This design comes from an exercise in tuning for small area, a short achievable clock period and few clock cycles on the open sky130 flow, not from production work. RTL that was checked went through simulation tests only; none was proved equivalent to the original. Only the layout flow was run in runs 2 to 4; the RTL was not checked for function there.

### flow/run.sh
#!/bin/bash
# The standard layout (the standard.sh, unchanged steps and settings),
# except that the port buffers that global placement inserts on every
# input and output are the small sky130_fd_sc_hd__buf_1 instead of the
# buffer cell the resizer would pick by default.
set -euo pipefail
export BUFFER_PORTS_ARGS="-buffer_cell sky130_fd_sc_hd__buf_1"
bash standard.sh > standard.log 2>&1
### standard.sh
#!/bin/bash
# synth_recipe.tcl (not shown) runs the flow's synth.tcl, then flattens the netlist and writes it again
# the make line also repeats each setting of config.mk as NAME=value (left out here)
make -C /OpenROAD-flow-scripts/flow DESIGN_CONFIG=/design/flow/config.mk WORK_HOME=/design/flow/orfs CLKGATE_MAP_FILE= SYNTH_SCRIPT=/design/flow/synth_recipe.tcl "${@:-finish}"
### config.mk
export PLATFORM = sky130hd
export DESIGN_NAME = taylor_sine
export DESIGN_NICKNAME = taylor_sine
export VERILOG_FILES = /design/flow/design.v
export SDC_FILE = /design/flow/constraint.sdc
export NUM_CORES = 4
export LEC_CHECK = 0
export CAP_MARGIN = 20
export CORE_MARGIN = 2
export CORE_UTILIZATION = 65
export CTS_BUF_LIST = sky130_fd_sc_hd__clkbuf_8
export SETUP_SLACK_MARGIN = 4.5
export SLEW_MARGIN = 20
### constraint.sdc
create_clock -name core_clock -period 10.0 [get_ports {clock}]
set_input_delay 2.0000 -clock core_clock [delete_from_list [all_inputs] [get_ports {clock}]]
set_output_delay 2.0000 -clock core_clock [all_outputs]
set_load 0.01 [all_outputs]
### design.v
module taylor_sine(
    input clock,
    input reset,
    input start_in,
    input signed [11:0] x_in,
    output reg ready_out,
    output [11:0] sin_out
);
reg armed;
reg [5:1] ph;           
reg [11:0] t, n2, acc;
reg [5:0] b_one, b_two, b_neg;    
wire idle = ~|ph;
wire go   = idle && armed && start_in;
wire [10:0] u = ~n2[10:0];
wire big = (u >= 11'd1624 && u < 11'd1632) || (u >= 11'd1654 && u < 11'd1864) ||
           (u >= 11'd1868 && u < 11'd1912) || (u >= 11'd1916 && u < 11'd1918) ||
           (u >= 11'd1954 && u < 11'd1962);
wire n2_pos = !n2[11] && (n2[10:0] != 11'd0);
wire m3 = n2_pos && t[11];
wire signed [11:0] c0 = t;
wire m12 = n2[11] && (c0 <= -12'sd49);
wire [1:0] m = m3 ? 2'd3 : m12 ? (big ? 2'd2 : 2'd1) : 2'd0;
wire [11:0] bnext = (idle | ph[1]) ? x_in : ph[2] ? 12'd171 : ph[3] ? n2 : 12'd51;
reg [5:0] e_one, e_two, e_neg;
reg bm1;
integer i;
always @(*) begin
    for (i = 0; i < 6; i = i + 1) begin
        bm1 = (i == 0) ? 1'b0 : bnext[2*i-1];
        e_one[i] = bnext[2*i] ^ bm1;
        e_two[i] = (bnext[2*i+1] & ~bnext[2*i] & ~bm1) | (~bnext[2*i+1] & bnext[2*i] & bm1);
        e_neg[i] = bnext[2*i+1];
    end
end
reg [12:0] e0, e1, e2, e3, e4, e5;
reg [12:0] v;
always @(*) begin
    for (i = 0; i < 6; i = i + 1) begin
        v = b_one[i] ? {t[11], t} : b_two[i] ? {t, 1'b0} : 13'd0;
        case (i)
            0: e0 = v ^ {13{b_neg[i]}};
            1: e1 = v ^ {13{b_neg[i]}};
            2: e2 = v ^ {13{b_neg[i]}};
            3: e3 = v ^ {13{b_neg[i]}};
            4: e4 = v ^ {13{b_neg[i]}};
            default: e5 = v ^ {13{b_neg[i]}};
        endcase
    end
end
wire hs0 = e0[10] ^ e1[8];
wire hc0 = e0[10] & e1[8];
wire hs1 = e0[11] ^ e1[9];
wire hc1 = e0[11] & e1[9];
wire hs2 = e0[12] ^ e1[10];
wire hc2 = e0[12] & e1[10];
wire hs3 = e0[12] ^ e1[11];
wire hc3 = e0[12] & e1[11];
wire hs4 = ~e0[12] ^ ~e1[12];
wire hc4 = ~e0[12] & ~e1[12];
wire hs5 = e0[6] ^ e1[4];
wire hc5 = e0[6] & e1[4];
wire hs6 = e0[7] ^ e1[5];
wire hc6 = e0[7] & e1[5];
wire fs7 = e0[8] ^ e1[6] ^ e2[4];
wire fc7 = (e0[8] & e1[6]) | (e0[8] & e2[4]) | (e1[6] & e2[4]);
wire hs8 = e3[2] ^ e4[0];
wire hc8 = e3[2] & e4[0];
wire fs9 = e0[9] ^ e1[7] ^ e2[5];
wire fc9 = (e0[9] & e1[7]) | (e0[9] & e2[5]) | (e1[7] & e2[5]);
wire hs10 = e3[3] ^ e4[1];
wire hc10 = e3[3] & e4[1];
wire fs11 = hs0 ^ e2[6] ^ e3[4];
wire fc11 = (hs0 & e2[6]) | (hs0 & e3[4]) | (e2[6] & e3[4]);
wire fs12 = e4[2] ^ (e5[0] | acc[0]) ^ b_neg[5];
wire fc12 = (e4[2] & (e5[0] | acc[0])) | (e4[2] & b_neg[5]) | ((e5[0] | acc[0]) & b_neg[5]);
wire fs13 = hs1 ^ e2[7] ^ e3[5];
wire fc13 = (hs1 & e2[7]) | (hs1 & e3[5]) | (e2[7] & e3[5]);
wire fs14 = e4[3] ^ (e5[1] | acc[1]) ^ hc0;
wire fc14 = (e4[3] & (e5[1] | acc[1])) | (e4[3] & hc0) | ((e5[1] | acc[1]) & hc0);
wire fs15 = hs2 ^ e2[8] ^ e3[6];
wire fc15 = (hs2 & e2[8]) | (hs2 & e3[6]) | (e2[8] & e3[6]);
wire fs16 = e4[4] ^ (e5[2] | acc[2]) ^ hc1;
wire fc16 = (e4[4] & (e5[2] | acc[2])) | (e4[4] & hc1) | ((e5[2] | acc[2]) & hc1);
wire fs17 = hs3 ^ e2[9] ^ e3[7];
wire fc17 = (hs3 & e2[9]) | (hs3 & e3[7]) | (e2[9] & e3[7]);
wire fs18 = e4[5] ^ (e5[3] | acc[3]) ^ hc2;
wire fc18 = (e4[5] & (e5[3] | acc[3])) | (e4[5] & hc2) | ((e5[3] | acc[3]) & hc2);
wire fs19 = hs4 ^ e2[10] ^ e3[8];
wire fc19 = (hs4 & e2[10]) | (hs4 & e3[8]) | (e2[10] & e3[8]);
wire fs20 = e4[6] ^ (e5[4] | acc[4]) ^ hc3;
wire fc20 = (e4[6] & (e5[4] | acc[4])) | (e4[6] & hc3) | ((e5[4] | acc[4]) & hc3);
wire fs21 = 1'b1 ^ e2[11] ^ e3[9];
wire fc21 = (1'b1 & e2[11]) | (1'b1 & e3[9]) | (e2[11] & e3[9]);
wire fs22 = e4[7] ^ (e5[5] | acc[5]) ^ hc4;
wire fc22 = (e4[7] & (e5[5] | acc[5])) | (e4[7] & hc4) | ((e5[5] | acc[5]) & hc4);
wire fs23 = ~e2[12] ^ e3[10] ^ e4[8];
wire fc23 = (~e2[12] & e3[10]) | (~e2[12] & e4[8]) | (e3[10] & e4[8]);
wire hs24 = 1'b1 ^ e3[11];
wire hc24 = 1'b1 & e3[11];
wire hs25 = e0[4] ^ e1[2];
wire hc25 = e0[4] & e1[2];
wire hs26 = e0[5] ^ e1[3];
wire hc26 = e0[5] & e1[3];
wire fs27 = hs5 ^ e2[2] ^ e3[0];
wire fc27 = (hs5 & e2[2]) | (hs5 & e3[0]) | (e2[2] & e3[0]);
wire fs28 = hs6 ^ e2[3] ^ e3[1];
wire fc28 = (hs6 & e2[3]) | (hs6 & e3[1]) | (e2[3] & e3[1]);
wire fs29 = fs7 ^ hs8 ^ b_neg[4];
wire fc29 = (fs7 & hs8) | (fs7 & b_neg[4]) | (hs8 & b_neg[4]);
wire fs30 = fs9 ^ hs10 ^ fc7;
wire fc30 = (fs9 & hs10) | (fs9 & fc7) | (hs10 & fc7);
wire fs31 = fs11 ^ fs12 ^ fc9;
wire fc31 = (fs11 & fs12) | (fs11 & fc9) | (fs12 & fc9);
wire fs32 = fs13 ^ fs14 ^ fc11;
wire fc32 = (fs13 & fs14) | (fs13 & fc11) | (fs14 & fc11);
wire fs33 = fs15 ^ fs16 ^ fc13;
wire fc33 = (fs15 & fs16) | (fs15 & fc13) | (fs16 & fc13);
wire fs34 = fs17 ^ fs18 ^ fc15;
wire fc34 = (fs17 & fs18) | (fs17 & fc15) | (fs18 & fc15);
wire fs35 = fs19 ^ fs20 ^ fc17;
wire fc35 = (fs19 & fs20) | (fs19 & fc17) | (fs20 & fc17);
wire fs36 = fs21 ^ fs22 ^ fc19;
wire fc36 = (fs21 & fs22) | (fs21 & fc19) | (fs22 & fc19);
wire fs37 = fs23 ^ (e5[6] | acc[6]) ^ fc21;
wire fc37 = (fs23 & (e5[6] | acc[6])) | (fs23 & fc21) | ((e5[6] | acc[6]) & fc21);
wire fs38 = hs24 ^ e4[9] ^ (e5[7] | acc[7]);
wire fc38 = (hs24 & e4[9]) | (hs24 & (e5[7] | acc[7])) | (e4[9] & (e5[7] | acc[7]));
wire fs39 = ~e3[12] ^ e4[10] ^ (e5[8] | acc[8]);
wire fc39 = (~e3[12] & e4[10]) | (~e3[12] & (e5[8] | acc[8])) | (e4[10] & (e5[8] | acc[8]));
wire hs40 = 1'b1 ^ e4[11];
wire hc40 = 1'b1 & e4[11];
wire hs41 = e0[2] ^ e1[0];
wire hc41 = e0[2] & e1[0];
wire hs42 = e0[3] ^ e1[1];
wire hc42 = e0[3] & e1[1];
wire fs43 = hs25 ^ e2[0] ^ b_neg[2];
wire fc43 = (hs25 & e2[0]) | (hs25 & b_neg[2]) | (e2[0] & b_neg[2]);
wire fs44 = hs26 ^ e2[1] ^ hc25;
wire fc44 = (hs26 & e2[1]) | (hs26 & hc25) | (e2[1] & hc25);
wire fs45 = fs27 ^ b_neg[3] ^ hc26;
wire fc45 = (fs27 & b_neg[3]) | (fs27 & hc26) | (b_neg[3] & hc26);
wire fs46 = fs28 ^ hc5 ^ fc27;
wire fc46 = (fs28 & hc5) | (fs28 & fc27) | (hc5 & fc27);
wire fs47 = fs29 ^ hc6 ^ fc28;
wire fc47 = (fs29 & hc6) | (fs29 & fc28) | (hc6 & fc28);
wire fs48 = fs30 ^ hc8 ^ fc29;
wire fc48 = (fs30 & hc8) | (fs30 & fc29) | (hc8 & fc29);
wire fs49 = fs31 ^ hc10 ^ fc30;
wire fc49 = (fs31 & hc10) | (fs31 & fc30) | (hc10 & fc30);
wire fs50 = fs32 ^ fc12 ^ fc31;
wire fc50 = (fs32 & fc12) | (fs32 & fc31) | (fc12 & fc31);
wire fs51 = fs33 ^ fc14 ^ fc32;
wire fc51 = (fs33 & fc14) | (fs33 & fc32) | (fc14 & fc32);
wire fs52 = fs34 ^ fc16 ^ fc33;
wire fc52 = (fs34 & fc16) | (fs34 & fc33) | (fc16 & fc33);
wire fs53 = fs35 ^ fc18 ^ fc34;
wire fc53 = (fs35 & fc18) | (fs35 & fc34) | (fc18 & fc34);
wire fs54 = fs36 ^ fc20 ^ fc35;
wire fc54 = (fs36 & fc20) | (fs36 & fc35) | (fc20 & fc35);
wire fs55 = fs37 ^ fc22 ^ fc36;
wire fc55 = (fs37 & fc22) | (fs37 & fc36) | (fc22 & fc36);
wire fs56 = fs38 ^ fc23 ^ fc37;
wire fc56 = (fs38 & fc23) | (fs38 & fc37) | (fc23 & fc37);
wire fs57 = fs39 ^ hc24 ^ fc38;
wire fc57 = (fs39 & hc24) | (fs39 & fc38) | (hc24 & fc38);
wire fs58 = hs40 ^ (e5[9] | acc[9]) ^ fc39;
wire fc58 = (hs40 & (e5[9] | acc[9])) | (hs40 & fc39) | ((e5[9] | acc[9]) & fc39);
wire fs59 = ~e4[12] ^ (e5[10] | acc[10]) ^ hc40;
wire fc59 = (~e4[12] & (e5[10] | acc[10])) | (~e4[12] & hc40) | ((e5[10] | acc[10]) & hc40);
wire hs60 = 1'b1 ^ (e5[11] | acc[11]);
wire hc60 = 1'b1 & (e5[11] | acc[11]);
wire [21:0] ps = {hs60, fs59, fs58, fs57, fs56, fs55, fs54, fs53, fs52, fs51, fs50, fs49, fs48, fs47, fs46, fs45, fs44, fs43, hs42, hs41, e0[1], e0[0]};
wire [21:0] pc = {fc59, fc58, fc57, fc56, fc55, fc54, fc53, fc52, fc51, fc50, fc49, fc48, fc47, fc46, fc45, fc44, fc43, hc42, hc41, b_neg[1], 1'b0, b_neg[0]};
wire [21:0] prod = ps + pc;
wire [11:0] res = prod[21:10];
always @(posedge clock) begin
    if (reset) begin
        ready_out <= 1'b0;
        armed <= 1'b1;
        ph <= 5'd0;
    end else begin
        ph <= {ph[4:1], go};
        if (go) begin
            ready_out <= 1'b0;
            armed <= 1'b0;
        end else if (ph[5]) begin
            ready_out <= 1'b1;
        end else if (idle && !start_in) begin
            armed <= 1'b1;
        end
    end
end
always @(posedge clock) begin
    b_one <= e_one;
    b_two <= e_two;
    b_neg <= e_neg;
    acc <= ph[4] ? x_in + t - {10'd0, m} : 12'd0;
    if (go) t <= x_in;
    if (ph[1]) n2 <= ~res;
    if (ph[1] | ph[2] | ph[3] | ph[4] | ph[5]) t <= res ^ {12{ph[1]}};
end
assign sin_out = t;
endmodule
==> results.yml, run 1 <==
cells_and_area:
  fillers: 852
  design_area_sq_um: 7110
  drive_gt1_share_pct: 5.03
  area_growth_syn_to_layout_pct: 5.67
  nNetsFinal: 964
  final_cell_mix: "nand2_1, inv_1, o21ai_0"
  diodes: 0
  mostFrequentLayoutCell: "nand2_1"
drt:
  routed_wl_um: 18600
  via_count: 5984
  first_pass_iters: 5
  wire_per_inst_um: 18.8
  drc: 0
  avgViaCountPerCell: 6.04
  ant_nets: 0
  drt_iter0_drc: 445
min_path:
  hp-class: "register to register"
  hold_depth: 2
  worstHoldStart: "armed"
  whs_endpoint: "ph[1]"
run:
  cap_violations: 0
synthesis:
  synth-seq-cells: 61
  syn_area_sq_um: 6730
  synth.avg_cell_area_sq_um: 7.99
  synth-edff-count: 24
  synth-main-ff-cell: "dfxtp_1"
  ys_types: 55
  syn_nets: 956
  synth-seq-area-share_pct: 21.7
  synthCells: 842
  yosysWarnings: 1
  synthArstFlopShare_pct: 0
sta:
  clock.fmax_mhz: 188
  finClkSkew_ns: 0.0153
  worst-slew-pin-transition_ns: 1.14
  min_period_ns: 5.31
  setup_viol: 0
  rsz0062_at_grt: "no"
  hold_viol_final: 0
  hold_slack_ns: 0.486
  min_period_over_period_pct: 53.1
  slew_headroom_pct: 24.0
  maxSlewViolCount: 0
  finalSetupTns_ns: 0
floorplanning:
  die_area_sq_um: 11200
  io_pins: 28
  die_w_um: 106
  die_h_um: 106
  rows: 37
  initial_core_util_pct: 66.0
  coreArea_sq_um: 10200
clock_network:
  h-tree-depth: 3
  clock_latency_ns: 0.36
  cts-root-buf: "clkbuf_8"
  cts_num_sinks: 61
  clk_transition_reported_paths_ns: 0.08
  cts_tree: "done"
  cts_buffer_depth: 2
  cts_made_buffers: 9
grt:
  grt_pass1_wl_um: 29600
  antenna_found_initial: 0
  grt_start_max_net_pins: 28
  grt_usage_pct: 34.4
  grt_overflow: 0
  grtUsageMet3_pct: 6.68
  use_met2_pct: 56.9
  grt_pass1_vias: 5798
  top_usage_layer: "met2"
  grt_use_met1_pct: 43.9
critical_path:
  slowest_delay_ns: 0.63
  r2r_end: "t[11]"
  worstRegToRegCells: 17
  cp-startpoint: "b_two[1]"
  ff2ff_setup_slack_ns: 4.69
  path_class: "register to register"
  path_buf_inv: 2
  start_kind: "register"
  worstPathRequired_ns: 10.12
  cp_common_cell: "fa_1"
  path_delay_family: "adder cells"
  crit_arrival_ns: 5.43
  timing.critical_path.to_type: "register"
  worstPathMaxFanout: 12
  worst-path-stages: 17
  crit_slowest_cell: "dfxtp_1"
  path_cells: "nand2_1, o21ai_0, xor2_1, ha_1, fa_1, inv_1, fa_1, inv_1, fa_1, ha_1, a21oi_1, and2_1, a22oi_1, nand2_1, a211oi_1, o21ai_1, o21a_1"
  timing.rr.start: "b_two[1]"
place:
  io_buffers: 27
  place.gp.congestion: 0.930
  placed_area_sq_um: 6830
  dpl.hpwl_um: 13500
outcome:
  status: "complete, no violations"
## routing by layer
layer  wire (um)  share of wire [%]  vias to the layer above
met5           0                  0                        -
met4         732                3.9                        0
met3        1600                8.6                       53
met2        8960                 48                      275
met1        7320                 39                     2853
li1            -                  -                     2803
## worst max-delay path by stage
stage                     endpoint  slack (ns)
after detailed placement     t[11]        4.67
final                        t[11]        4.69
after CTS                    t[11]        4.65
after global routing          t[8]        4.51
after global placement        t[8]        4.85
after floorplan               t[8]        5.05
## Yosys cell counts (all sizes together), types with 2 or more instances
library cell  instances  share of area, %
o311ai                2              0.26
or4                   2              0.22
nor4                  4              0.47
and3                  8              0.74
and2                 13               1.2
and4                  3              0.39
o21ai                83               6.2
xnor2                47               6.1
dfxtp                37                11
xor2                 50               6.5
a31oi                 3              0.28
a22oi                 5              0.56
a21o                 13               1.5
edfxtp               24                11
a21oi                44               3.3
buf                  10              0.61
a21boi                2              0.22
o21bai                5              0.56
nand2               148               8.3
mux2i                 2              0.30
clkbuf               35               2.0
nor2                 25               1.5
nor2b                 8              0.74
a31o                  2              0.26
o21a                  4              0.45
or3                   2              0.19
nor3                 10              0.74
nand3                11              0.82
nand4                 8              0.74
o211ai                9               1.0
inv                  93               5.2
o31ai                 2              0.22
fa                   45                13
ha                   54                10
or2                   3              0.28
nand2b               10              0.93
a211o                 4              0.52
## cells by family (layout without fill, tap and decap cells)
logic type	after synthesis	count (layout)	share of synthesized area (%)
AO/OA/AOI/OAI	186	186	16.4
XOR/XNOR	97	97	12.6
adder cells (fa/ha/maj)	99	99	23.4
buffers and inverters	138	151	7.76
flip-flops	61	61	21.7
multiplexers	3	3	0.465
AND/OR/NAND/NOR	258	258	17.6
## layout make-up
cell class / instances / area, sq um / area share, %
tap: 136 / 170 / 2.39
timing repair buffer: 42 / 214 / 3.01
clock buffer: 9 / 124 / 1.74
clock inverter: 7 / 42.5 / 0.598
multi-input combinational: 643 / 4740 / 66.7
inverter: 93 / 349 / 4.91
sequential: 61 / 1470 / 20.6
## worst register-to-register path, cell delays in order, from the launching register on
cell and delay (ns):
dfxtp_1 0.63, nand2_1 0.11, o21ai_0 0.28, xor2_1 0.21, ha_1 0.29, fa_1 0.56
inv_1 0.06, fa_1 0.53, inv_1 0.06, fa_1 0.50, ha_1 0.38, a21oi_1 0.12
and2_1 0.16, a22oi_1 0.40, nand2_1 0.16, a211oi_1 0.41, o21ai_1 0.10, o21a_1 0.11
## state kept, by name, indices dropped and copies added (netlist names)
name / flops
ready_out: 1
acc: 12
b_neg: 6
b_two: 6
ph: 5
n2: 12
armed: 1
b_one: 6
t: 12
## metrics by stage
| step | worst slack, ns | util [%] | std cells |
|---|---|---|---|
| CTS | 4.65 | 68.7 | 977 |
| detailed placement | 4.67 | 67.1 | 961 |
| finish | 4.69 | 69.8 | 991 |
| global route | 4.51 | 69.8 | 991 |
| global placement | 4.85 | 67.1 | 961 |
| floorplan | 5.05 | - | 842 |
## repair_timing
item / CTS / global route
buffers inserted: 0 / 14
hold buffers: 0 / 0
setup endpoints to repair: 0 / 6
gates resized for setup: 0 / 2
Testbench counts, summed over its fixed seeds: cycles 11,192.
==> run 2, diff against run 1 <==
--- a/design.v
+++ b/design.v
@@ -21,7 +21,8 @@
 wire signed [11:0] c0 = t;
 wire m12 = n2[11] && (c0 <= -12'sd49);
 wire [1:0] m = m3 ? 2'd3 : m12 ? (big ? 2'd2 : 2'd1) : 2'd0;
-wire [11:0] bnext = (idle | ph[1]) ? x_in : ph[2] ? 12'd171 : ph[3] ? n2 : 12'd51;
+wire [11:0] bnext = (go | ph[1]) ? x_in : ph[2] ? 12'd171 : ph[3] ? n2 :
+                    ph[4] ? 12'd51 : 12'd1024;
 reg [5:0] e_one, e_two, e_neg;
 reg bm1;
 integer i;
@@ -174,6 +175,70 @@
 wire [21:0] pc = {fc59, fc58, fc57, fc56, fc55, fc54, fc53, fc52, fc51, fc50, fc49, fc48, fc47, fc46, fc45, fc44, fc43, hc42, hc41, b_neg[1], 1'b0, b_neg[0]};
 wire [21:0] prod = ps + pc;
 wire [11:0] res = prod[21:10];
+wire [11:0] acc_k = {10'h3ff, ~m};
+wire [11:0] acc_a = x_in ^ t ^ acc_k;
+wire [11:0] acc_b = {(x_in[10:0] & t[10:0]) | (x_in[10:0] & acc_k[10:0]) | (t[10:0] & acc_k[10:0]), 1'b0};
+wire acc_sum_g0 = (acc_a[0] & acc_b[0]) | ((acc_a[0] ^ acc_b[0]) & 1'b1);
+wire acc_sum_p0 = acc_a[0] ^ acc_b[0];
+wire acc_sum_g1 = acc_a[1] & acc_b[1];
+wire acc_sum_p1 = acc_a[1] ^ acc_b[1];
+wire acc_sum_g2 = acc_a[2] & acc_b[2];
+wire acc_sum_p2 = acc_a[2] ^ acc_b[2];
+wire acc_sum_g3 = acc_a[3] & acc_b[3];
+wire acc_sum_p3 = acc_a[3] ^ acc_b[3];
+wire acc_sum_g4 = acc_a[4] & acc_b[4];
+wire acc_sum_p4 = acc_a[4] ^ acc_b[4];
+wire acc_sum_g5 = acc_a[5] & acc_b[5];
+wire acc_sum_p5 = acc_a[5] ^ acc_b[5];
+wire acc_sum_g6 = acc_a[6] & acc_b[6];
+wire acc_sum_p6 = acc_a[6] ^ acc_b[6];
+wire acc_sum_g7 = acc_a[7] & acc_b[7];
+wire acc_sum_p7 = acc_a[7] ^ acc_b[7];
+wire acc_sum_g8 = acc_a[8] & acc_b[8];
+wire acc_sum_p8 = acc_a[8] ^ acc_b[8];
+wire acc_sum_g9 = acc_a[9] & acc_b[9];
+wire acc_sum_p9 = acc_a[9] ^ acc_b[9];
+wire acc_sum_g10 = acc_a[10] & acc_b[10];
+wire acc_sum_p10 = acc_a[10] ^ acc_b[10];
+wire acc_sum_g11 = acc_a[11] & acc_b[11];
+wire acc_sum_p11 = acc_a[11] ^ acc_b[11];
+wire acc_sum_G0 = acc_sum_g1 | (acc_sum_p1 & acc_sum_g0);
+wire acc_sum_P0 = acc_sum_p1 & acc_sum_p0;
+wire acc_sum_G1 = acc_sum_g3 | (acc_sum_p3 & acc_sum_g2);
+wire acc_sum_P1 = acc_sum_p3 & acc_sum_p2;
+wire acc_sum_G2 = acc_sum_g5 | (acc_sum_p5 & acc_sum_g4);
+wire acc_sum_P2 = acc_sum_p5 & acc_sum_p4;
+wire acc_sum_G3 = acc_sum_g7 | (acc_sum_p7 & acc_sum_g6);
+wire acc_sum_P3 = acc_sum_p7 & acc_sum_p6;
+wire acc_sum_G4 = acc_sum_g9 | (acc_sum_p9 & acc_sum_g8);
+wire acc_sum_P4 = acc_sum_p9 & acc_sum_p8;
+wire acc_sum_G5 = acc_sum_g11 | (acc_sum_p11 & acc_sum_g10);
+wire acc_sum_P5 = acc_sum_p11 & acc_sum_p10;
+wire acc_sum_G6 = acc_sum_G1 | (acc_sum_P1 & acc_sum_G0);
+wire acc_sum_P6 = acc_sum_P1 & acc_sum_P0;
+wire acc_sum_G7 = acc_sum_G3 | (acc_sum_P3 & acc_sum_G2);
+wire acc_sum_P7 = acc_sum_P3 & acc_sum_P2;
+wire acc_sum_G8 = acc_sum_G5 | (acc_sum_P5 & acc_sum_G4);
+wire acc_sum_P8 = acc_sum_P5 & acc_sum_P4;
+wire acc_sum_G9 = acc_sum_G7 | (acc_sum_P7 & acc_sum_G6);
+wire acc_sum_P9 = acc_sum_P7 & acc_sum_P6;
+wire acc_sum_G10 = acc_sum_G8 | (acc_sum_P8 & acc_sum_G9);
+wire acc_sum_P10 = acc_sum_P8 & acc_sum_P9;
+wire acc_sum_G11 = acc_sum_G2 | (acc_sum_P2 & acc_sum_G6);
+wire acc_sum_P11 = acc_sum_P2 & acc_sum_P6;
+wire acc_sum_G12 = acc_sum_G4 | (acc_sum_P4 & acc_sum_G9);
+wire acc_sum_P12 = acc_sum_P4 & acc_sum_P9;
+wire acc_sum_G13 = acc_sum_g2 | (acc_sum_p2 & acc_sum_G0);
+wire acc_sum_P13 = acc_sum_p2 & acc_sum_P0;
+wire acc_sum_G14 = acc_sum_g4 | (acc_sum_p4 & acc_sum_G6);
+wire acc_sum_P14 = acc_sum_p4 & acc_sum_P6;
+wire acc_sum_G15 = acc_sum_g6 | (acc_sum_p6 & acc_sum_G11);
+wire acc_sum_P15 = acc_sum_p6 & acc_sum_P11;
+wire acc_sum_G16 = acc_sum_g8 | (acc_sum_p8 & acc_sum_G9);
+wire acc_sum_P16 = acc_sum_p8 & acc_sum_P9;
+wire acc_sum_G17 = acc_sum_g10 | (acc_sum_p10 & acc_sum_G12);
+wire acc_sum_P17 = acc_sum_p10 & acc_sum_P12;
+wire [11:0] acc_sum = {(acc_sum_p11 ^ acc_sum_G17), (acc_sum_p10 ^ acc_sum_G12), (acc_sum_p9 ^ acc_sum_G16), (acc_sum_p8 ^ acc_sum_G9), (acc_sum_p7 ^ acc_sum_G15), (acc_sum_p6 ^ acc_sum_G11), (acc_sum_p5 ^ acc_sum_G14), (acc_sum_p4 ^ acc_sum_G6), (acc_sum_p3 ^ acc_sum_G13), (acc_sum_p2 ^ acc_sum_G0), (acc_sum_p1 ^ acc_sum_g0), (acc_sum_p0 ^ 1'b1)};
 always @(posedge clock) begin
     if (reset) begin
         ready_out <= 1'b0;
@@ -195,10 +260,9 @@
     b_one <= e_one;
     b_two <= e_two;
     b_neg <= e_neg;
-    acc <= ph[4] ? x_in + t - {10'd0, m} : 12'd0;
-    if (go) t <= x_in;
+    acc <= ph[4] ? acc_sum : 12'd0;
     if (ph[1]) n2 <= ~res;
-    if (ph[1] | ph[2] | ph[3] | ph[4] | ph[5]) t <= res ^ {12{ph[1]}};
+    t <= go ? x_in : res ^ {12{ph[1]}};
 end
 assign sin_out = t;
 endmodule
==> run.sh (new file) <==
#!/bin/bash
# synth_recipe.tcl (not shown) runs the flow's synth.tcl, then flattens the netlist and writes it again
# the make line also repeats each setting of config.mk as NAME=value (left out here)
make -C /OpenROAD-flow-scripts/flow DESIGN_CONFIG=/design/flow/config.mk WORK_HOME=/design/flow/orfs CLKGATE_MAP_FILE= SYNTH_SCRIPT=/design/flow/synth_recipe.tcl finish
--- a/config.mk
+++ b/config.mk
@@ -7,7 +7,7 @@
 export LEC_CHECK = 0
 export CAP_MARGIN = 20
 export CORE_MARGIN = 2
-export CORE_UTILIZATION = 65
+export CORE_UTILIZATION = 75
 export CTS_BUF_LIST = sky130_fd_sc_hd__clkbuf_8
 export SETUP_SLACK_MARGIN = 4.5
 export SLEW_MARGIN = 20
removed: flow/run.sh
removed: standard.sh
==> run 2 against run 1 <==
Still clean on timing, DRC and antenna. Global-route usage rose by 5.9 points. Area after synthesis barely moved. Synthesized cell count fell by 3.3%. Critical path type unchanged. Critical endpoint is now t[10]. Highest routed layer unchanged.
==> results.yml, run 2 <==
outcome:
  status: "complete, no violations"
critical_path:
  timing.critical_path.to_type: "register"
  cp-startpoint: "t[7]"
  path_cells: "a22oi_1, xnor2_1, ha_1, inv_1, fa_1, inv_1, fa_1, fa_1, ha_1, nand2_1, o21ai_0, nand3_1, a21oi_1, o21ai_0, and2_1, a221o_1"
  slowest_delay_ns: 0.83
  cp_common_cell: "fa_1"
  worstPathRequired_ns: 10.23
  crit_arrival_ns: 5.54
  timing.rr.start: "t[7]"
  worstRegToRegCells: 16
  path_buf_inv: 2
  crit_slowest_cell: "dfxtp_1"
  path_delay_family: "adder cells"
  worst-path-stages: 16
  worstPathMaxFanout: 14
  start_kind: "register"
  path_class: "register to register"
sta:
  min_period_ns: 5.31
  setup_viol: 0
  finalSetupTns_ns: 0
  rsz0062_at_grt: "no"
  hold_viol_final: 0
  finClkSkew_ns: 0.0133
  slew_headroom_pct: 27.3
  worst-slew-pin-transition_ns: 1.09
  maxSlewViolCount: 0
  min_period_over_period_pct: 53.1
  clock.fmax_mhz: 188
drt:
  drc: 0
  drt_iter0_drc: 728
  avgViaCountPerCell: 6.63
  wire_per_inst_um: 21.0
  first_pass_iters: 8
  routed_wl_um: 19200
  ant_nets: 0
  via_count: 6075
grt:
  grt_usage_pct: 40.3
  grt_pass1_wl_um: 30600
  antenna_found_initial: 0
  grt_start_max_net_pins: 29
  grt_pass1_vias: 6073
  grt_overflow: 0
cells_and_area:
  design_area_sq_um: 7170
  area_growth_syn_to_layout_pct: 6.53
  drive_gt1_share_pct: 5.94
  reg_top3: "acc x12, n2 x12, t x12"
  nNetsFinal: 919
  final_util_pct: 82.2
  diodes: 0
  fillers: 562
  final_cell_mix: "inv_1, nand2_1, xnor2_1"
  mostFrequentLayoutCell: "inv_1"
floorplanning:
  coreArea_sq_um: 8720
  die_w_um: 98.7
  io_pins: 28
  rows: 34
  die_area_sq_um: 9750
  initial_core_util_pct: 77.2
  die_h_um: 98.7
synthesis:
  synthTopCellsByArea: "fa_1, dfxtp_1, ha_1"
  synth_top_area_cell: "fa_1"
  synthArstFlopShare_pct: 0
  synth_top_area_share_pct: 15.2
  synth-seq-area-share_pct: 19.9
  yosysWarnings: 1
  synth-main-ff-cell: "dfxtp_1"
  synth-edff-count: 12
  synthCells: 814
  synth_common_cells: "inv_1, nand2_1, xnor2_1"
  synth.avg_cell_area_sq_um: 8.27
  syn_area_sq_um: 6730
  syn_nets: 930
  yosysMostFrequentCell: "inv_1"
  synth-seq-cells: 61
  ys_types: 66
clock_network:
  cts_buffer_depth: 2
  cts-root-buf: "clkbuf_8"
  cts_num_sinks: 61
  clk_transition_reported_paths_ns: 0.08
  h-tree-depth: 3
  cts_tree: "done"
  clock_latency_ns: 0.34
  cts_hold_buf: 0
  cts_made_buffers: 9
min_path:
  worstHoldStart: "ready_out"
  hold_depth: 2
  hp-class: "register to register"
place:
  io_buffers: 27
  dpl.hpwl_um: 14100
  place.gp.congestion: 0.972
  placed_area_sq_um: 6930
run:
  cap_violations: 0
## run 2: cell count changes after synthesis, moves of 7 or more
cell	change
a21o_1	-7
a22oi_1	+38
dfxtp_1	+12
edfxtp_1	-12
inv_1	+10
nand2_1	-66
nor2_1	+10
nor2b_1	+10
o21ai_0	-31
xnor2_1	+10
xor2_1	-13
## run 2: cell families after synthesis
kind of cell    share of synthesized area [%]
simple gates                             15.4
compound gates                           18.6
buf+inv                                  8.92
fa+ha+maj                                24.5
xor+xnor                                 12.2
flops                                    19.9
mux                                     0.465
## run 2: cell type report
| class | instances | area [sq um] | area share (%) |
|---|---|---|---|
| Sequential cell | 61 | 1360 | 19.0 |
| Clock buffer | 11 | 151 | 2.11 |
| Timing Repair Buffer | 27 | 270 | 3.77 |
| Inverter | 104 | 392 | 5.46 |
| Tap cell | 108 | 135 | 1.88 |
| Clock inverter | 5 | 51.3 | 0.716 |
| Multi-Input combinational cell | 600 | 4810 | 67.1 |
## run 2: path summary, 6_finish.rpt
| path | end | slack, ns |
|---|---|---|
| min reg2reg | ready_out | 0.50 |
| max | t[10] | 4.69 |
| max reg2reg | t[10] | 4.69 |
| min | ready_out | 0.50 |
## run 2: worst reg2reg max path: cells and delay by family, from the launching register on
family,cells,cell delay [ns]
adder cells (fa/ha/maj),5,2.28
AO/OA/AOI/OAI,5,1.30
flip-flops,1,0.83
AND/OR/NAND/NOR,3,0.48
XOR/XNOR,1,0.18
buffers and inverters,2,0.14
## run 2: per-layer routing
layer	routed length, um	global-route usage [%]	vias up
met5	0	0	-
met4	1140	19.3	0
met3	2160	7.38	101
met2	9060	68.1	435
met1	6880	50.1	2832
li1	-	-	2707
## run 2: stage by stage
| step | std cells | hold WS [ns] | setup slack [ns] |
|---|---|---|---|
| after global routing | 916 | 0.537 | 4.50 |
| after detailed placement | 900 | 0.484 | 4.38 |
| after floorplan | 814 | 0.475 | 4.99 |
| final | 916 | 0.497 | 4.69 |
| after CTS | 916 | 0.495 | 4.52 |
| after global placement | 900 | 0.485 | 4.43 |
## run 2: timing repair
item                       in CTS  in global routing
setup endpoints to repair       2                  8
pin swaps                       0                  1
gates resized for setup         1                 20
setup buffers                   0                  0
==> run 3, diff against run 2 <==
--- a/config.mk
+++ b/config.mk
@@ -7,7 +7,7 @@
 export LEC_CHECK = 0
 export CAP_MARGIN = 20
 export CORE_MARGIN = 2
-export CORE_UTILIZATION = 75
+export CORE_UTILIZATION = 65
 export CTS_BUF_LIST = sky130_fd_sc_hd__clkbuf_8
-export SETUP_SLACK_MARGIN = 4.5
+export SETUP_SLACK_MARGIN = 4
 export SLEW_MARGIN = 20
==> run 3 against run 2 <==
Critical path type unchanged. Final cell count rose by 3.1%. Sequential cell count is the same. Worst hold slack got worse by 0.0024 ns. Largest cell class unchanged. Die area increased by 15%. Global-route usage is 4.8 points lower. Design area shrank 0.33%. Register-to-register slack lost 0.24 ns. Utilization is 12 points lower. Via count is 3.3% lower. Still clean on timing, DRC and antenna.
==> results.yml, run 3 <==
critical_path:
  timing.critical_path.to_type: "register"
  slowest_delay_ns: 0.74
  worstPathMaxFanout: 17
  crit_slowest_cell: "dfxtp_1"
  path_cells: "nor2b_2, a22oi_1, xnor2_1, ha_1, inv_1, fa_1, fa_1, inv_1, fa_1, ha_1, a21oi_1, o21ai_1, a2111oi_0, a21oi_1, or3_1, and2_1, a221o_1"
  crit_arrival_ns: 5.80
  path_class: "register to register"
  worstPathRequired_ns: 10.24
  cp_common_cell: "fa_1"
  start_kind: "register"
place:
  dp_cells: 928
  dpl.hpwl_um: 14300
  place.gp.congestion: 0.945
  io_buffers: 27
sta:
  min_period_over_period_pct: 55.5
  finalSetupTns_ns: 0
  clock.fmax_mhz: 180
  min_period_ns: 5.55
  finClkSkew_ns: 0.0133
  maxSlewViolCount: 0
  rsz0062_at_grt: "no"
  slew_headroom_pct: 28.9
  hold_viol_final: 0
  setup_viol: 0
  worst-slew-pin-transition_ns: 1.06
run:
  cap_violations: 0
clock_network:
  cts-root-buf: "clkbuf_8"
  cts_made_buffers: 9
  clock_latency_ns: 0.35
  cts_buffer_depth: 2
  post-cts-setup-buffers: 0
  h-tree-depth: 3
  cts_hold_buf: 0
  cts_num_sinks: 61
  cts_tree: "done"
  clk_transition_reported_paths_ns: 0.07
floorplanning:
  coreArea_sq_um: 10200
  die_area_sq_um: 11200
  initial_core_util_pct: 66.1
  die_w_um: 106
  io_pins: 28
  rows: 37
  die_h_um: 106
cells_and_area:
  multiInputGateArea_sq_um: 4790
  drive_gt1_share_pct: 3.84
  mostFrequentLayoutCell: "inv_1"
  fillers: 845
  final_cell_mix: "inv_1, nand2_1, xnor2_1"
  nNetsFinal: 919
  final_util_pct: 70.2
  reg_top3: "acc x12, n2 x12, t x12"
  area_growth_syn_to_layout_pct: 6.17
  seqCellArea_sq_um: 1340
  layout.cells.non_filler: 944
  diodes: 0
synthesis:
  synth_top_area_share_pct: 15.2
  syn_area_sq_um: 6730
  synth_common_cells: "inv_1, nand2_1, xnor2_1"
  yosysMostFrequentCell: "inv_1"
  syn_nets: 930
  synth.avg_cell_area_sq_um: 8.27
  synth-edff-count: 12
  synth-main-ff-cell: "dfxtp_1"
  synthTopCellsByArea: "fa_1, dfxtp_1, ha_1"
  yosysWarnings: 1
  synthCells: 814
  synthArstFlopShare_pct: 0
  synth-seq-cells: 61
  synth_top_area_cell: "fa_1"
  synth-seq-area-share_pct: 19.9
  ys_types: 66
outcome:
  status: "complete, no violations"
drt:
  routed_wl_um: 18800
  via_count: 5876
  drt_iter0_drc: 576
  wire_per_inst_um: 19.9
  avgViaCountPerCell: 6.22
  drc: 0
  ant_nets: 0
  first_pass_iters: 5
grt:
  grt_start_max_net_pins: 29
  use_met2_pct: 59.9
  grt_pass1_wl_um: 30400
  top_usage_layer: "met2"
  grt_usage_pct: 35.6
  antenna_found_initial: 0
  grt_pass1_vias: 5777
  grt_overflow: 0
  grtUsageMet3_pct: 5.19
  grt_use_met1_pct: 46.3
min_path:
  hp-class: "register to register"
-- run 3: cell counts after synthesis --
Identical to the previous run, type by type.
-- run 3: final timing paths --
kind | startpoint | endpoint | slack (ns) | depth (start not counted)
max | b_one[1] | t[10] | 4.45 | 17
min | ready_out | ready_out | 0.49 | 2
max reg2reg | b_one[1] | t[10] | 4.45 | 17
min reg2reg | ready_out | ready_out | 0.49 | 2
-- run 3: cells by family after synthesis --
kind of cell	after synthesis	share of synthesized area, %
AND/OR/NAND/NOR	211	15.4
AO/OA/AOI/OAI	191	18.6
buffers and inverters	153	8.92
flip-flops	61	19.9
XOR/XNOR	94	12.2
adder cells (fa/ha/maj)	101	24.5
multiplexers	3	0.465
-- run 3: what timing repair did --
item / 4_1_cts / 5_1_grt
setup endpoints to repair: 0 / 1
endpoints found under the hold margin: 0 / 0
resized for setup: 0 / 1
-- run 3: metrics by stage --
step / area (sq um) / worst slack, ns / hold slack, ns
6_report: 7150 / 4.45 / 0.495
2_1_floorplan: 6730 / 4.99 / 0.475
3_5_place_dp: 6960 / 4.27 / 0.487
4_1_cts: 7140 / 4.27 / 0.497
3_3_place_gp: 6960 / 4.33 / 0.478
5_1_grt: 7150 / 4.11 / 0.525
-- run 3: area by class of cell --
| class | count | area share [%] |
|---|---|---|
| Clock buffer | 12 | 2.31 |
| Clock inverter | 4 | 0.228 |
| Inverter | 104 | 5.48 |
| Multi-Input combinational cell | 600 | 67.0 |
| Sequential cell | 61 | 18.8 |
| Tap cell | 136 | 2.38 |
| Timing Repair Buffer | 27 | 3.78 |
-- run 3: routing by layer --
| layer | vias to the layer above | part of all wire (%) | routed length [um] |
|---|---|---|---|
| met3 | 62 | 8.2 | 1530 |
| li1 | 2703 | - | - |
| met4 | 0 | 4.0 | 756 |
| met1 | 2827 | 40 | 7440 |
| met5 | - | 0 | 0 |
| met2 | 284 | 48 | 9090 |
-- run 3: critical path, delay by kind of cell, from the launching register on --
kind | cells | cell delay [ns]
adders and majority gates | 5 | 2.18
xor gates and xnor gates | 1 | 0.10
DFF | 1 | 0.74
and+or+nand+nor | 3 | 0.78
AOI/OAI and AO/OA | 6 | 1.52
buffers and inverters | 2 | 0.11
==> run 4, diff against run 3 <==
--- a/config.mk
+++ b/config.mk
@@ -5,6 +5,7 @@
 export SDC_FILE = /design/flow/constraint.sdc
 export NUM_CORES = 4
 export LEC_CHECK = 0
+export ABC_AREA = 1
 export CAP_MARGIN = 20
 export CORE_MARGIN = 2
 export CORE_UTILIZATION = 65
==> run 4 against run 3 <==
Still clean on timing, DRC and antenna. Non-clock buffer count stayed put. Synthesized cell count is 29% higher. Maximum frequency is 0.96% lower. Global-route usage is 1.3 points higher. Utilization is 1.4 points higher. Area after synthesis is 8.7% higher. Final cell count is 27% higher. Clock skew is 0.0024 ns higher. Critical endpoint is now t[1]. Highest routed layer is now met5.
==> results.yml, run 4 <==
cells_and_area:
  seqCellArea_sq_um: 1340
  reg_top3: "acc x12, n2 x12, t x12"
  final_cell_mix: "nand2_1, inv_1, o21ai_0"
  diodes: 0
  mostFrequentLayoutCell: "nand2_1"
  nNetsFinal: 1168
  multiInputGateArea_sq_um: 4990
  final_util_pct: 71.6
  drive_gt1_share_pct: 3.78
  area_growth_syn_to_layout_pct: 6.52
  fillers: 963
synthesis:
  yosysMostFrequentCell: "nand2_1"
  synth_top_area_share_pct: 14.0
  synth_xor_area_share_pct: 8.98
  synth_simple_gate_area_share_pct: 22.3
  yosys.area_share.adder_pct: 22.5
  synth-main-ff-cell: "dfxtp_1"
  synth-edff-count: 12
  synthTopCellsByArea: "fa_1, dfxtp_1, nand2_1"
  synth_compound_area_share_pct: 14.3
  synthCells: 1047
  synth_top_family_by_area: "adder cells"
  synthArstFlopShare_pct: 0
  syn_nets: 1163
  yosysWarnings: 1
  synth-seq-cells: 61
  ys_types: 46
  synth.avg_cell_area_sq_um: 6.99
  synthMuxAreaShare_pct: 0
  synth-seq-area-share_pct: 18.3
  syn_area_sq_um: 7320
  synth_common_cells: "nand2_1, inv_1, o21ai_0"
  synth_top_area_cell: "fa_1"
critical_path:
  path_delay_family: "adder cells"
  timing.critical_path.to_type: "register"
  path_class: "register to register"
  crit_arrival_ns: 5.86
  path_buf_inv: 5
  start_kind: "register"
  worstPathMaxFanout: 9
  path_cells: "clkinv_1, o21ai_0, o21ai_0, xor2_1, inv_1, ha_1, inv_1, fa_1, inv_1, fa_1, fa_1, ha_1, nand2_1, nor2_1, nor3b_1, nand2_1, nand2_1, xor2_1, inv_1, nand2_1, nand3_1"
  crit_slowest_cell: "dfxtp_1"
  worstPathRequired_ns: 10.25
  slowest_delay_ns: 0.61
drt:
  drt_iter0_drc: 675
  first_pass_iters: 6
  via_count: 6858
  wire_per_inst_um: 17.7
  drc: 0
  avgViaCountPerCell: 5.73
  ant_nets: 0
  routed_wl_um: 21200
clock_network:
  clk_transition_reported_paths_ns: 0.08
  cts_made_buffers: 9
  cts-root-buf: "clkbuf_8"
  post_cts_resized: 0
  cts_buffer_depth: 2
  cts_hold_buf: 0
  clock_latency_ns: 0.36
  cts_num_sinks: 61
  cts_tree: "done"
  post-cts-setup-buffers: 0
  h-tree-depth: 3
sta:
  min_period_over_period_pct: 56.1
  rsz0062_at_grt: "no"
  clock.fmax_mhz: 178
  min_period_ns: 5.61
  hold_viol_final: 0
  slew_headroom_pct: 26.8
  setup_viol: 0
  finClkSkew_ns: 0.0157
  worst-slew-pin-transition_ns: 1.10
  finalSetupTns_ns: 0
  maxSlewViolCount: 0
place:
  dpl.hpwl_um: 16700
  place.gp.congestion: 0.986
  io_buffers: 27
grt:
  use_met2_pct: 59.4
  grt_pass1_vias: 6387
  grtUsageMet3_pct: 7.35
  top_usage_layer: "met2"
  grt_pass1_wl_um: 33100
  antenna_found_initial: 1
  grt_usage_pct: 36.9
  grt_use_met1_pct: 48.3
  grt_overflow: 0
  grt_start_max_net_pins: 26
floorplanning:
  rows: 38
  coreArea_sq_um: 10900
  die_area_sq_um: 12100
  io_pins: 28
  die_h_um: 110
  initial_core_util_pct: 67.2
  die_w_um: 110
outcome:
  status: "complete, no violations"
run:
  cap_violations: 0
min_path:
  hp-class: "register to register"
run 4: cell types whose count changed in the layout (fill, tap and decap cells not counted), sizes merged, moves of 18 or more:
| cell | delta |
|---|---|
| nor2 | +31 |
| o21ai | +83 |
| nand2 | +130 |
| inv | +104 |
| a22oi | -43 |
| xor2 | +32 |
| nand3 | +44 |
| xnor2 | -51 |
| nor2b | -18 |
run 4: cell families (layout without fill, tap and decap cells):
kind of cell,count (synthesis),after routing
AO/OA/AOI/OAI,193,193
buffers and inverters,250,260
XOR/XNOR,75,75
adder cells (fa/ha/maj),101,101
AND/OR/NAND/NOR,367,367
flip-flops,61,61
run 4: final timing paths:
check                           depth (start not counted)      start  slack [ns]         to
worst max-delay path                                   21       t[7]        4.39       t[1]
worst min-delay path                                    2  ready_out        0.53  ready_out
worst max register to register                         21       t[7]        4.39       t[1]
worst min register to register                          2  ready_out        0.53  ready_out
run 4: tightest hold or removal path, cell delays in order, from the launching register on:
cell and delay, ns:
dfxtp_1 0.33, o21ai_0 0.08, nor2_1 0.09
run 4: cell type report:
type                            instances  share of cell area (%)
Multi-Input combinational cell        736                    64.0
Tap cell                              140                    2.25
Clock buffer                           11                    1.94
Sequential cell                        61                    17.2
Timing Repair Buffer                   27                    3.47
Clock inverter                          5                   0.658
Inverter                              217                    10.5
run 4: per-stage QoR:
stage | instance area (sq um) | hold WS [ns] | std cells | setup slack [ns]
after CTS | 7790 | 0.541 | 1197 | 4.48
after global routing | 7790 | 0.583 | 1197 | 4.09
after detailed placement | 7590 | 0.518 | 1181 | 4.52
after global placement | 7590 | 0.521 | 1181 | 4.54
after floorplan | 7320 | 0.462 | 1047 | 5.53
final | 7790 | 0.535 | 1197 | 4.39
run 4: per-layer routing:
| layer | share of wire [%] | vias up |
|---|---|---|
| met2 | 46 | 340 |
| li1 | - | 3301 |
| met5 | 0.090 | - |
| met3 | 9.2 | 71 |
| met1 | 40 | 3144 |
| met4 | 4.4 | 2 |
==> run 5, diff against run 4 <==
--- a/design.v
+++ b/design.v
@@ -8,7 +8,8 @@
 );
 reg armed;
 reg [5:1] ph;           
-reg [11:0] t, n2, acc;
+reg [11:0] t, h;         
+wire [11:0] n2 = h;
 reg [5:0] b_one, b_two, b_neg;    
 wire idle = ~|ph;
 wire go   = idle && armed && start_in;
@@ -39,6 +40,7 @@
 always @(*) begin
     for (i = 0; i < 6; i = i + 1) begin
         v = b_one[i] ? {t[11], t} : b_two[i] ? {t, 1'b0} : 13'd0;
+        if (i == 5 && ph[5]) v = {1'b0, h};
         case (i)
             0: e0 = v ^ {13{b_neg[i]}};
             1: e1 = v ^ {13{b_neg[i]}};
@@ -73,28 +75,28 @@
 wire hc10 = e3[3] & e4[1];
 wire fs11 = hs0 ^ e2[6] ^ e3[4];
 wire fc11 = (hs0 & e2[6]) | (hs0 & e3[4]) | (e2[6] & e3[4]);
-wire fs12 = e4[2] ^ (e5[0] | acc[0]) ^ b_neg[5];
-wire fc12 = (e4[2] & (e5[0] | acc[0])) | (e4[2] & b_neg[5]) | ((e5[0] | acc[0]) & b_neg[5]);
+wire fs12 = e4[2] ^ e5[0] ^ b_neg[5];
+wire fc12 = (e4[2] & e5[0]) | (e4[2] & b_neg[5]) | (e5[0] & b_neg[5]);
 wire fs13 = hs1 ^ e2[7] ^ e3[5];
 wire fc13 = (hs1 & e2[7]) | (hs1 & e3[5]) | (e2[7] & e3[5]);
-wire fs14 = e4[3] ^ (e5[1] | acc[1]) ^ hc0;
-wire fc14 = (e4[3] & (e5[1] | acc[1])) | (e4[3] & hc0) | ((e5[1] | acc[1]) & hc0);
+wire fs14 = e4[3] ^ e5[1] ^ hc0;
+wire fc14 = (e4[3] & e5[1]) | (e4[3] & hc0) | (e5[1] & hc0);
 wire fs15 = hs2 ^ e2[8] ^ e3[6];
 wire fc15 = (hs2 & e2[8]) | (hs2 & e3[6]) | (e2[8] & e3[6]);
-wire fs16 = e4[4] ^ (e5[2] | acc[2]) ^ hc1;
-wire fc16 = (e4[4] & (e5[2] | acc[2])) | (e4[4] & hc1) | ((e5[2] | acc[2]) & hc1);
+wire fs16 = e4[4] ^ e5[2] ^ hc1;
+wire fc16 = (e4[4] & e5[2]) | (e4[4] & hc1) | (e5[2] & hc1);
 wire fs17 = hs3 ^ e2[9] ^ e3[7];
 wire fc17 = (hs3 & e2[9]) | (hs3 & e3[7]) | (e2[9] & e3[7]);
-wire fs18 = e4[5] ^ (e5[3] | acc[3]) ^ hc2;
-wire fc18 = (e4[5] & (e5[3] | acc[3])) | (e4[5] & hc2) | ((e5[3] | acc[3]) & hc2);
+wire fs18 = e4[5] ^ e5[3] ^ hc2;
+wire fc18 = (e4[5] & e5[3]) | (e4[5] & hc2) | (e5[3] & hc2);
 wire fs19 = hs4 ^ e2[10] ^ e3[8];
 wire fc19 = (hs4 & e2[10]) | (hs4 & e3[8]) | (e2[10] & e3[8]);
-wire fs20 = e4[6] ^ (e5[4] | acc[4]) ^ hc3;
-wire fc20 = (e4[6] & (e5[4] | acc[4])) | (e4[6] & hc3) | ((e5[4] | acc[4]) & hc3);
+wire fs20 = e4[6] ^ e5[4] ^ hc3;
+wire fc20 = (e4[6] & e5[4]) | (e4[6] & hc3) | (e5[4] & hc3);
 wire fs21 = 1'b1 ^ e2[11] ^ e3[9];
 wire fc21 = (1'b1 & e2[11]) | (1'b1 & e3[9]) | (e2[11] & e3[9]);
-wire fs22 = e4[7] ^ (e5[5] | acc[5]) ^ hc4;
-wire fc22 = (e4[7] & (e5[5] | acc[5])) | (e4[7] & hc4) | ((e5[5] | acc[5]) & hc4);
+wire fs22 = e4[7] ^ e5[5] ^ hc4;
+wire fc22 = (e4[7] & e5[5]) | (e4[7] & hc4) | (e5[5] & hc4);
 wire fs23 = ~e2[12] ^ e3[10] ^ e4[8];
 wire fc23 = (~e2[12] & e3[10]) | (~e2[12] & e4[8]) | (e3[10] & e4[8]);
 wire hs24 = 1'b1 ^ e3[11];
@@ -123,12 +125,12 @@
 wire fc35 = (fs19 & fs20) | (fs19 & fc17) | (fs20 & fc17);
 wire fs36 = fs21 ^ fs22 ^ fc19;
 wire fc36 = (fs21 & fs22) | (fs21 & fc19) | (fs22 & fc19);
-wire fs37 = fs23 ^ (e5[6] | acc[6]) ^ fc21;
-wire fc37 = (fs23 & (e5[6] | acc[6])) | (fs23 & fc21) | ((e5[6] | acc[6]) & fc21);
-wire fs38 = hs24 ^ e4[9] ^ (e5[7] | acc[7]);
-wire fc38 = (hs24 & e4[9]) | (hs24 & (e5[7] | acc[7])) | (e4[9] & (e5[7] | acc[7]));
-wire fs39 = ~e3[12] ^ e4[10] ^ (e5[8] | acc[8]);
-wire fc39 = (~e3[12] & e4[10]) | (~e3[12] & (e5[8] | acc[8])) | (e4[10] & (e5[8] | acc[8]));
+wire fs37 = fs23 ^ e5[6] ^ fc21;
+wire fc37 = (fs23 & e5[6]) | (fs23 & fc21) | (e5[6] & fc21);
+wire fs38 = hs24 ^ e4[9] ^ e5[7];
+wire fc38 = (hs24 & e4[9]) | (hs24 & e5[7]) | (e4[9] & e5[7]);
+wire fs39 = ~e3[12] ^ e4[10] ^ e5[8];
+wire fc39 = (~e3[12] & e4[10]) | (~e3[12] & e5[8]) | (e4[10] & e5[8]);
 wire hs40 = 1'b1 ^ e4[11];
 wire hc40 = 1'b1 & e4[11];
 wire hs41 = e0[2] ^ e1[0];
@@ -165,12 +167,12 @@
 wire fc56 = (fs38 & fc23) | (fs38 & fc37) | (fc23 & fc37);
 wire fs57 = fs39 ^ hc24 ^ fc38;
 wire fc57 = (fs39 & hc24) | (fs39 & fc38) | (hc24 & fc38);
-wire fs58 = hs40 ^ (e5[9] | acc[9]) ^ fc39;
-wire fc58 = (hs40 & (e5[9] | acc[9])) | (hs40 & fc39) | ((e5[9] | acc[9]) & fc39);
-wire fs59 = ~e4[12] ^ (e5[10] | acc[10]) ^ hc40;
-wire fc59 = (~e4[12] & (e5[10] | acc[10])) | (~e4[12] & hc40) | ((e5[10] | acc[10]) & hc40);
-wire hs60 = 1'b1 ^ (e5[11] | acc[11]);
-wire hc60 = 1'b1 & (e5[11] | acc[11]);
+wire fs58 = hs40 ^ e5[9] ^ fc39;
+wire fc58 = (hs40 & e5[9]) | (hs40 & fc39) | (e5[9] & fc39);
+wire fs59 = ~e4[12] ^ e5[10] ^ hc40;
+wire fc59 = (~e4[12] & e5[10]) | (~e4[12] & hc40) | (e5[10] & hc40);
+wire hs60 = 1'b1 ^ e5[11];
+wire hc60 = 1'b1 & e5[11];
 wire [21:0] ps = {hs60, fs59, fs58, fs57, fs56, fs55, fs54, fs53, fs52, fs51, fs50, fs49, fs48, fs47, fs46, fs45, fs44, fs43, hs42, hs41, e0[1], e0[0]};
 wire [21:0] pc = {fc59, fc58, fc57, fc56, fc55, fc54, fc53, fc52, fc51, fc50, fc49, fc48, fc47, fc46, fc45, fc44, fc43, hc42, hc41, b_neg[1], 1'b0, b_neg[0]};
 wire [21:0] prod = ps + pc;
@@ -260,8 +262,8 @@
     b_one <= e_one;
     b_two <= e_two;
     b_neg <= e_neg;
-    acc <= ph[4] ? acc_sum : 12'd0;
-    if (ph[1]) n2 <= ~res;
+    if (ph[1]) h <= ~res;
+    if (ph[4]) h <= acc_sum;
     t <= go ? x_in : res ^ {12{ph[1]}};
 end
 assign sin_out = t;
--- a/config.mk
+++ b/config.mk
@@ -5,10 +5,9 @@
 export SDC_FILE = /design/flow/constraint.sdc
 export NUM_CORES = 4
 export LEC_CHECK = 0
-export ABC_AREA = 1
 export CAP_MARGIN = 20
 export CORE_MARGIN = 2
 export CORE_UTILIZATION = 65
 export CTS_BUF_LIST = sky130_fd_sc_hd__clkbuf_8
-export SETUP_SLACK_MARGIN = 4
+export SETUP_SLACK_MARGIN = 4.5
 export SLEW_MARGIN = 20
==> run 5 against run 4 <==
Design area shrank 14%. Register-to-register slack gained 0.29 ns. Global-route usage shrank 2.4 points. Highest routed layer is now met4.
==> results.yml, run 5 <==
outcome:
  status: "complete, no violations"
floorplanning:
  rows: 35
  coreArea_sq_um: 9330
  die_w_um: 103
  io_pins: 28
  die_h_um: 103
  initial_core_util_pct: 67.8
  die_area_sq_um: 10500
sta:
  fin_ws_ns: 4.62
  clock.fmax_mhz: 186
  min_period_ns: 5.38
  finClkSkew_ns: 0.0186
  min_period_over_period_pct: 53.8
  worst-slew-pin-transition_ns: 1.12
  slew_headroom_pct: 25.1
  finalSetupTns_ns: 0
  hold_viol_final: 0
  setup_viol: 0
  maxSlewViolCount: 0
  rsz0062_at_grt: "yes"
synthesis:
  yosysMostFrequentCell: "nand2_1"
  synthCells: 779
  synth-edff-count: 12
  synth.avg_cell_area_sq_um: 8.12
  synth-seq-cells: 49
  ys_types: 54
  synth_common_cells: "nand2_1, inv_1, o21ai_0"
  synthArstFlopShare_pct: 0
  syn_area_sq_um: 6320
  synth-main-ff-cell: "dfxtp_1"
  syn_nets: 894
  synth_top_area_share_pct: 15.8
  yosysWarnings: 1
  synth_top_area_cell: "fa_1"
  synthTopCellsByArea: "fa_1, dfxtp_1, ha_1"
  synth-seq-area-share_pct: 17.4
critical_path:
  worstPathMaxFanout: 3
  worstRegToRegCells: 17
  crit_slowest_cell: "fa_1"
  timing.rr.start: "t[8]"
  ff2ff_setup_slack_ns: 4.68
  r2r_end: "t[11]"
  path_buf_inv: 3
  worstPathRequired_ns: 10.05
  start_kind: "input port"
  path_class: "input port to register"
  path_delay_family: "adder cells"
  slowest_delay_ns: 0.54
  cp_common_cell: "a21oi_2"
  crit_arrival_ns: 5.43
  timing.critical_path.to_type: "register"
  path_cells: "clkdlybuf4s50_1, inv_1, fa_1, inv_1, fa_1, a21o_1, a21oi_2, o21bai_1, a21oi_2, o21bai_1, a21oi_2, nor2_1, a211oi_2, fa_2, xor2_1, xnor2_1, mux2i_1"
min_path:
  hold_depth: 2
  worstHoldStart: "armed"
  whs_endpoint: "armed"
  hp-class: "register to register"
cells_and_area:
  area_growth_syn_to_layout_pct: 6.27
  final_util_pct: 72.0
  final_cell_mix: "nand2_1, inv_1, o21ai_0"
  diodes: 0
  nNetsFinal: 879
  drive_gt1_share_pct: 7.19
  design_area_sq_um: 6720
  mostFrequentLayoutCell: "nand2_1"
  reg_top3: "h x12, t x12"
grt:
  grt_pass1_vias: 5397
  grt_start_max_net_pins: 27
  antenna_found_initial: 0
  grt_overflow: 0
  grt_pass1_wl_um: 27700
  grt_usage_pct: 34.4
drt:
  routed_wl_um: 17100
  ant_nets: 0
  drc: 0
  first_pass_iters: 5
  drt_iter0_drc: 409
  avgViaCountPerCell: 6.14
  wire_per_inst_um: 19.2
  via_count: 5489
place:
  place.gp.congestion: 0.953
  placed_area_sq_um: 6540
  dpl.hpwl_um: 12900
  io_buffers: 27
  dpl_worst_slack_ns: 4.02
clock_network:
  cts_hold_buf: 0
  cts_made_buffers: 5
  cts_num_sinks: 49
  cts-root-buf: "clkbuf_8"
  cts_tree: "done"
  clock_latency_ns: 0.31
  clk_transition_reported_paths_ns: 0.11
  cts_buffer_depth: 2
  h-tree-depth: 2
run:
  cap_violations: 0
run 5: timing repair:
action | CTS | global route
gates resized for setup | 7 | 25
endpoints found under the hold margin | 0 | 0
setup buffers | 0 | 3
setup endpoints to repair | 7 | 13
pin swaps | 0 | 4
run 5: stage by stage:
| stage | instances | hold WS (ns) |
|---|---|---|
| 2_1_floorplan | 779 | 0.456 |
| 3_5_place_dp | 883 | 0.476 |
| 3_3_place_gp | 883 | 0.472 |
| 5_1_grt | 894 | 0.532 |
| 6_report | 894 | 0.501 |
| 4_1_cts | 891 | 0.505 |
run 5: worst max-delay path by stage:
stage | start | to | cells past startpoint
global placement | x_in[1] | h[11] | 17
CTS | x_in[1] | h[11] | 17
floorplan | x_in[1] | h[11] | 16
finish | x_in[0] | h[11] | 17
detailed placement | x_in[1] | h[11] | 17
global route | x_in[0] | h[11] | 17
run 5: final cells by class:
class	count	area, sq um
inverter	88	330
tap	129	161
fill	774	2610
sequential	49	1130
multi-input combinational	588	4700
clock inverter	3	17.5
timing repair buffer	32	310
clock buffer	5	68.8
run 5: cells by family (layout without fill, tap and decap cells):
family | Yosys count | count (layout) | synth area share, %
compound gates | 186 | 186 | 18.7
mux | 10 | 10 | 1.64
buf+inv | 142 | 128 | 8.91
flops | 49 | 49 | 17.4
simple gates | 193 | 193 | 13.9
fa+ha+maj | 100 | 100 | 25.7
xor+xnor | 99 | 99 | 13.7
run 5: routing by layer:
| layer | part of all wire [%] | GRT usage, % | vias to the layer above |
|---|---|---|---|
| met5 | 0 | 0 | - |
| li1 | - | - | 2558 |
| met3 | 8.7 | 4.41 | 46 |
| met2 | 49 | 58.8 | 292 |
| met4 | 3.1 | 14.3 | 0 |
| met1 | 39 | 44.1 | 2593 |
run 5: worst register-to-register path: stages (launching register included):
cell and delay, ns:
dfxtp_1 0.81, nand2_1 0.11, o21ai_0 0.24, xnor2_1 0.13, fa_1 0.54, fa_1 0.55, inv_1 0.05, fa_1 0.47
ha_1 0.33, nand4_1 0.11, nor2_1 0.17, nand3b_1 0.15, and3_1 0.26, o21bai_1 0.28, a41oi_1 0.25, xnor2_1 0.40
nor2b_1 0.09, a221o_1 0.27
Testbench counts of run 5, summed over its fixed seeds: cycles 11,192.

static timing again, ports no longer ideal:
How much do the figures lean on ideal ports? The routed layouts below were timed once more, with nothing changed but the port constraints. Step 1 sets driving cells, clkbuf_16 on the clock port and buf_2 on the other inputs (assumed; they add their load-dependent delay and slew). Step 2 times the ports against the registers' clock, not the clock port: input delays grow and output delays shrink by t, the midpoint of the rising clock arrivals with the driver on. a / b / c = ideal / step 1 / step 2; a / b = the first two.
run	shift t [ns]	slack for setup (ns)	worst setup path after step 2	worst register clock-pin slew, ns	cell pins on the clock port's net
run 1	0.384	4.692 / 4.692 / 4.692	register to register	0.08 / 0.08	1
run 2	0.370	4.690 / 4.690 / 4.444	input to register	0.08 / 0.08	1
run 3	0.380	4.447 / 4.447 / 4.425	input to register	0.07 / 0.07	1
run 4	0.384	4.393 / 4.393 / 4.393	register to register	0.08 / 0.08	1
run 5	0.337	4.617 / 4.624 / 4.287	input to register	0.11 / 0.11	1
After both steps every run listed still meets setup and hold. The setup slack of run 5, which loses most, moves by +0.007 ns with the drivers and by -0.330 ns with both steps.
